What follows belongs to an exercise in optimizing a design on an open flow for small area; a production flow would make more cautious choices.
Function was checked by simulation only, so behaviour that the tests miss may differ from the original.
No activity file was given, so power comes from the tool's default toggle rates. No driver is modelled on the clock port, so clocking that relies on it looks cheaper here than on a real chip.

==> flow/design.v, too long to show whole: its modules and the start of the top module <==
// module mul32: 805 lines
// module rf1: 34 lines
// module core: 162 lines
// module icache_store: 30 lines
// module arb: 91 lines
// module dual_core: 118 lines
module dual_core(
    input clk,
    input res,
    output instr_req,
    output [31 : 0] instr_adr,
    input instr_gnt,
    input instr_r_valid,
    input [31 : 0] instr_read,
    output data_req,
    output data_write_enable,
    output [31 : 0] data_adr,
    output [31 : 0] data_write,
    input data_gnt,
    input data_r_valid,
    input [31 : 0] data_read
);
  // ...
==> flow/flow/run.sh <==
#!/bin/bash
# Layout flow: the standard flow (standard.sh) for every step, with two
# changes: ABC maps the logic for area rather than for speed (the clock is
# slow), and clock tree synthesis uses larger sink clusters and no dummy
# loads. Every tool's output goes to the ORFS logs under orfs/logs and to
# standard_flow.log here.
set -euo pipefail
W=$PWD

cat > "$W/abc_area_map.script" <<'EOF'
&get -n
&st
&dc2
&dch -f
&nf -R 1000 -p
&put
topo
stime -c
EOF

# The standard flow's synthesis script, with every abc call using the script above
{
  sed -n 1p synth_recipe.tcl
  echo "proc abc {args} { set i [lsearch -exact \$args -script]; if {\$i >= 0} { lset args [expr {\$i + 1}] $W/abc_area_map.script }; yosys abc {*}\$args }"
  sed -n '2,$p' synth_recipe.tcl
} > "$W/synth_area.tcl"

export CTS_ARGS="-sink_clustering_enable -repair_clock_nets -dont_use_dummy_load -sink_clustering_size 30 -sink_clustering_max_diameter 100"

bash standard.sh SYNTH_SCRIPT="$W/synth_area.tcl" finish > "$W/standard_flow.log" 2>&1
==> flow/standard.sh <==
#!/bin/bash
# synth_recipe.tcl (not shown) runs the flow's synth.tcl, then flattens the netlist and writes it again
# the make line also repeats each setting of config.mk as NAME=value (left out here)
make -C /OpenROAD-flow-scripts/flow DESIGN_CONFIG=/design/flow/config.mk WORK_HOME=/design/flow/orfs CLKGATE_MAP_FILE= SYNTH_SCRIPT=/design/flow/synth_recipe.tcl "${@:-finish}"
==> flow/config.mk <==
export PLATFORM = sky130hd
export DESIGN_NAME = dual_core
export DESIGN_NICKNAME = dual_core
export VERILOG_FILES = /design/flow/design.v
export SDC_FILE = /design/flow/constraint.sdc
export NUM_CORES = 4
export LEC_CHECK = 0
export CAP_MARGIN = 20
export CORE_MARGIN = 2
export CORE_UTILIZATION = 65
export PLACE_DENSITY = 0.72
export SLEW_MARGIN = 20
==> flow/constraint.sdc <==
create_clock -name core_clock -period 20.0 [get_ports {clk}]
set_input_delay 4.0000 -clock core_clock [delete_from_list [all_inputs] [get_ports {clk}]]
set_output_delay 4.0000 -clock core_clock [all_outputs]
set_load 0.01 [all_outputs]
==> reports/qor_table.md, run 1 <==
| Metric | This run |
|---|---|
| Standard-cell rows | 215 |
| Top-level port count | 169 |
| Share of synthesized registers carrying an async set or reset | 0% |
| Post-synthesis cell type count | 64 |
| Critical path's top delay family | compound AO/OA/AOI/OAI gates |
| Startpoint of the lowest-slack register-to-register path | c2.pc[4] |
| Met3 WL | 171.4 mm |
| Final core area utilization | 71.53% |
| Fillers | 20,670 |
| Area of all placed cells without fillers | 0.2452 mm² |
| Max Clk Rate | 0.05385 GHz |
| Fraction of layout instances using a drive strength above 1 | 9.581% |
| Port buffer count | 168 |
| Number of clock-tree buffers in the layout | 218 |
| Number of instances in the synthesized netlist | 13,660 |
| Fraction of met3 tracks used by global routing | 19.92% |
| Gp weighted congestion | 1.048 |
| Worst skew pair latency | 1.12 ns |
| Simple-gate portion of the synthesized area | 5.878% |
| Top area cells in the synthesized netlist | edfxtp_1 74%, a222oi_1 3.7%, a22oi_1 3.2% |
| Sequential power | 15.6 mW |
| CTS-repair resized insts | 0 |
| Critical Setup Path Class | reg2reg |
| Most frequent standard cell in the layout excluding fill and tap cells | edfxtp_1 |
| Total routed wire length on the met1 layer | 273.7 mm |
| Root buffer selected by CTS | clkbuf_16 |
| Crit-path max cell delay | 0.97 ns |
| Clock Sink Count | 5,595 |
| Die area | 0.3487 mm² |
| Storage cell area | 0.1668 mm² |
| Cell types with the highest counts after synthesis | 5,474 x edfxtp_1, 948 x a22oi_1, 826 x a222oi_1 |
| TritonCTS clock tree | yes |
| EDFF count, synth | 5,474 |
| Synth Area in XOR/XNOR | 1.790% |
| Setup-failing EPs final | 0 |
| Worst-path fanout max | 31 |
| Status | no timing/DRC/antenna violations |
| Portion of netlist area occupied by mux cells | 1.061% |
| Final max-slew violation count | 0 |
| Fraction of area in multi-input gates | 23.71% |
==> run 2: changes to the inputs <==
--- a/flow/flow/run.sh
+++ b/flow/flow/run.sh
@@ -26,5 +26,7 @@
 } > "$W/synth_area.tcl"
 
-export CTS_ARGS="-sink_clustering_enable -repair_clock_nets -dont_use_dummy_load -sink_clustering_size 30 -sink_clustering_max_diameter 100"
+export CTS_ARGS="-sink_clustering_enable -repair_clock_nets -dont_use_dummy_load -sink_clustering_size 40 -sink_clustering_max_diameter 120"
+# port buffers: the smallest buffer
+export BUFFER_PORTS_ARGS="-buffer_cell sky130_fd_sc_hd__buf_1"
 
 bash standard.sh SYNTH_SCRIPT="$W/synth_area.tcl" finish > "$W/standard_flow.log" 2>&1
--- a/flow/config.mk
+++ b/flow/config.mk
@@ -6,7 +6,7 @@
 export NUM_CORES = 4
 export LEC_CHECK = 0
-export CAP_MARGIN = 20
+export CAP_MARGIN = 10
 export CORE_MARGIN = 2
-export CORE_UTILIZATION = 65
-export PLACE_DENSITY = 0.72
-export SLEW_MARGIN = 20
+export CORE_UTILIZATION = 75
+export PLACE_DENSITY = 0.8
+export SLEW_MARGIN = 10
==> run 2 against run 1 <==
Against the previous run:
- area after synthesis is the same
- synthesized cell count did not move
- the run now fails in global routing (5_1_grt)
==> reports/qor_table.md, run 2 <==
| Metric | This run | Change |
|---|---|---|
| Status | did not finish | was no timing/DRC/antenna violations |
| Fail Step | global routing (5_1_grt) |  |
| Tool Error | [ERROR GRT-0232] Routing congestion too high. Check the congestion heatmap in the GUI. |  |
| Endpoint with the least setup slack after the last repair | c2.rf.R[17].r[28]$_DFFE_PP_/D |  |
| Area leader, netlist | edfxtp_1 | unchanged |
| Simple-gate portion of the synthesized area | 5.878% | unchanged |
| Post-synthesis cell type count | 64 | unchanged |
| GRT Total Usage | 81.88% |  |
| Height of the chip | 550.0 µm | was 590.5 µm |
| Placed wire-length estimate | 599.0 mm | was 547.5 mm |
| Port buffer count | 168 | unchanged |
| Number of instances in the synthesized netlist | 13,660 | unchanged |
| Remaining global-route overflow | 117 |  |
| Post-synth net total | 14,170 | unchanged |
| Synth Area in XOR/XNOR | 1.790% | unchanged |
| Yosys warnings | 10 | unchanged |
| TritonCTS Buffers | 170 | was 218 |
| Chip width | 550.0 µm | was 590.5 µm |
| Fraction of the mapped netlist area in compound gates | 13.04% | unchanged |
| EDFF count, synth | 5,474 | unchanged |
| Synth Register Bits | 5,595 | unchanged |
| Register area share after synthesis | 74.59% | unchanged |
| Top area cells in the synthesized netlist | edfxtp_1 74%, a222oi_1 3.7%, a22oi_1 3.2% | unchanged |
| CTS Buffer Depth | 4 | unchanged |
| Pin category terminating the worst setup path after the last repair | register data pin |  |
| Share of synthesized registers carrying an async set or reset | 0% | unchanged |
| Main combinational cell family by area after synthesis | compound AO/OA/AOI/OAI gates | unchanged |
| Cell types with the highest counts after synthesis | 5,474 x edfxtp_1, 948 x a22oi_1, 826 x a222oi_1 | unchanged |
| Number of hold buffers added after CTS | 0 | unchanged |
| Most repeated cell in the gate-level netlist after synthesis | edfxtp_1 | unchanged |
| Mapped Area | 0.2236 mm² | unchanged |
| Initial standard-cell utilization of the core | 75.35% | was 65.25% |
| CTS H-Tree Depth | 4 | unchanged |
| Portion of netlist area occupied by mux cells | 1.061% | unchanged |
| Root buffer selected by CTS | clkbuf_16 | unchanged |
| Share of Yosys cell area claimed by the top area cell type | 73.51% | unchanged |
| Post-CTS Setup Inserts | 0 | unchanged |
| Maximum number of pins on one net before global-route repair | 106 |  |
| Initial antenna violation count | 185 |  |
| Clock Sink Count | 5,595 | unchanged |
| Dominant register cell in the synthesized netlist | edfxtp_1 | unchanged |
| Top-level port count | 169 | unchanged |
| CTS-repair resized insts | 0 | unchanged |
| Per-instance average area after synthesis | 16.37 µm² | unchanged |
| Adder-cell share of the synthesized area | 3.104% | unchanged |
| Gp weighted congestion | 1.086 | was 1.048 |
| Standard-cell rows | 200 | was 215 |
-- run 2: logic make-up after synthesis --
| logic type | count (synthesis) |
|---|---|
| compound gates | 3901 |
| mux | 231 |
| xor+xnor | 457 |
| flops | 5595 |
| simple gates | 2712 |
| fa+ha+maj | 442 |
| buf+inv | 323 |
-- run 2: worst max path at each step --
stage               startpoint                 to
CTS                   c2.pc[5]   c2.rf.R[2].r[30]
floorplan             c1.pc[6]  c2.rf.R[10].r[30]
global placement      c2.pc[5]  c2.rf.R[15].r[30]
detailed placement    c2.pc[5]  c2.rf.R[24].r[30]
-- run 2: per-layer routing --
layer | overflow | track usage, %
met1 | 10 | 83.28
met5 | 7 | 49.91
met2 | 31 | 92.38
met3 | 18 | 73.54
met4 | 51 | 76.90
-- run 2: metrics by stage --
stage / power, mW / util, % / setup slack (ns) / std cells / area, µm²
3_3_place_gp: 28.05 / 79.80 / 2.546 / 18460 / 236800
4_1_cts: 33.55 / 81.23 / 0.8809 / 18630 / 241100
2_1_floorplan: 22.48 / - / 0.5495 / 13660 / 223700
3_5_place_dp: 28.63 / 79.80 / 1.440 / 18460 / 236800
-- run 2: power groups by stage --
stage	Sequential [mW]	Combinational [mW]	Clock (mW)
after floorplan	15.7	6.76	0
after global placement	15.8	12.3	0
after detailed placement	16.0	12.7	0
after CTS	15.8	13.0	4.77

-- separate check: timing with driven ports --
The flow's constraints put no driver on any port. The routed layout listed below was extracted and timed again, unchanged, in two steps.
Step 1 assumes that a clkbuf_16 drives the clock port and a buf_2 every other input.
Step 2 moves the port delays by t, midway between the first and last clock arrival at a register: inputs arrive t later, outputs are due t later. That takes back most of the time a late clock gives input paths.
Slacks: ideal ports / drivers / drivers and shift; pairs: ideal ports / drivers.
run: run 1
t (ns): 1.121
setup WS [ns]: 1.431 / 1.431 / 1.431
pins driven straight from the clock port: 1
After both steps setup and hold are still met in run 1. The setup slack of run 1 moves by 0.000 ns with the drivers and by 0.000 ns with both steps.
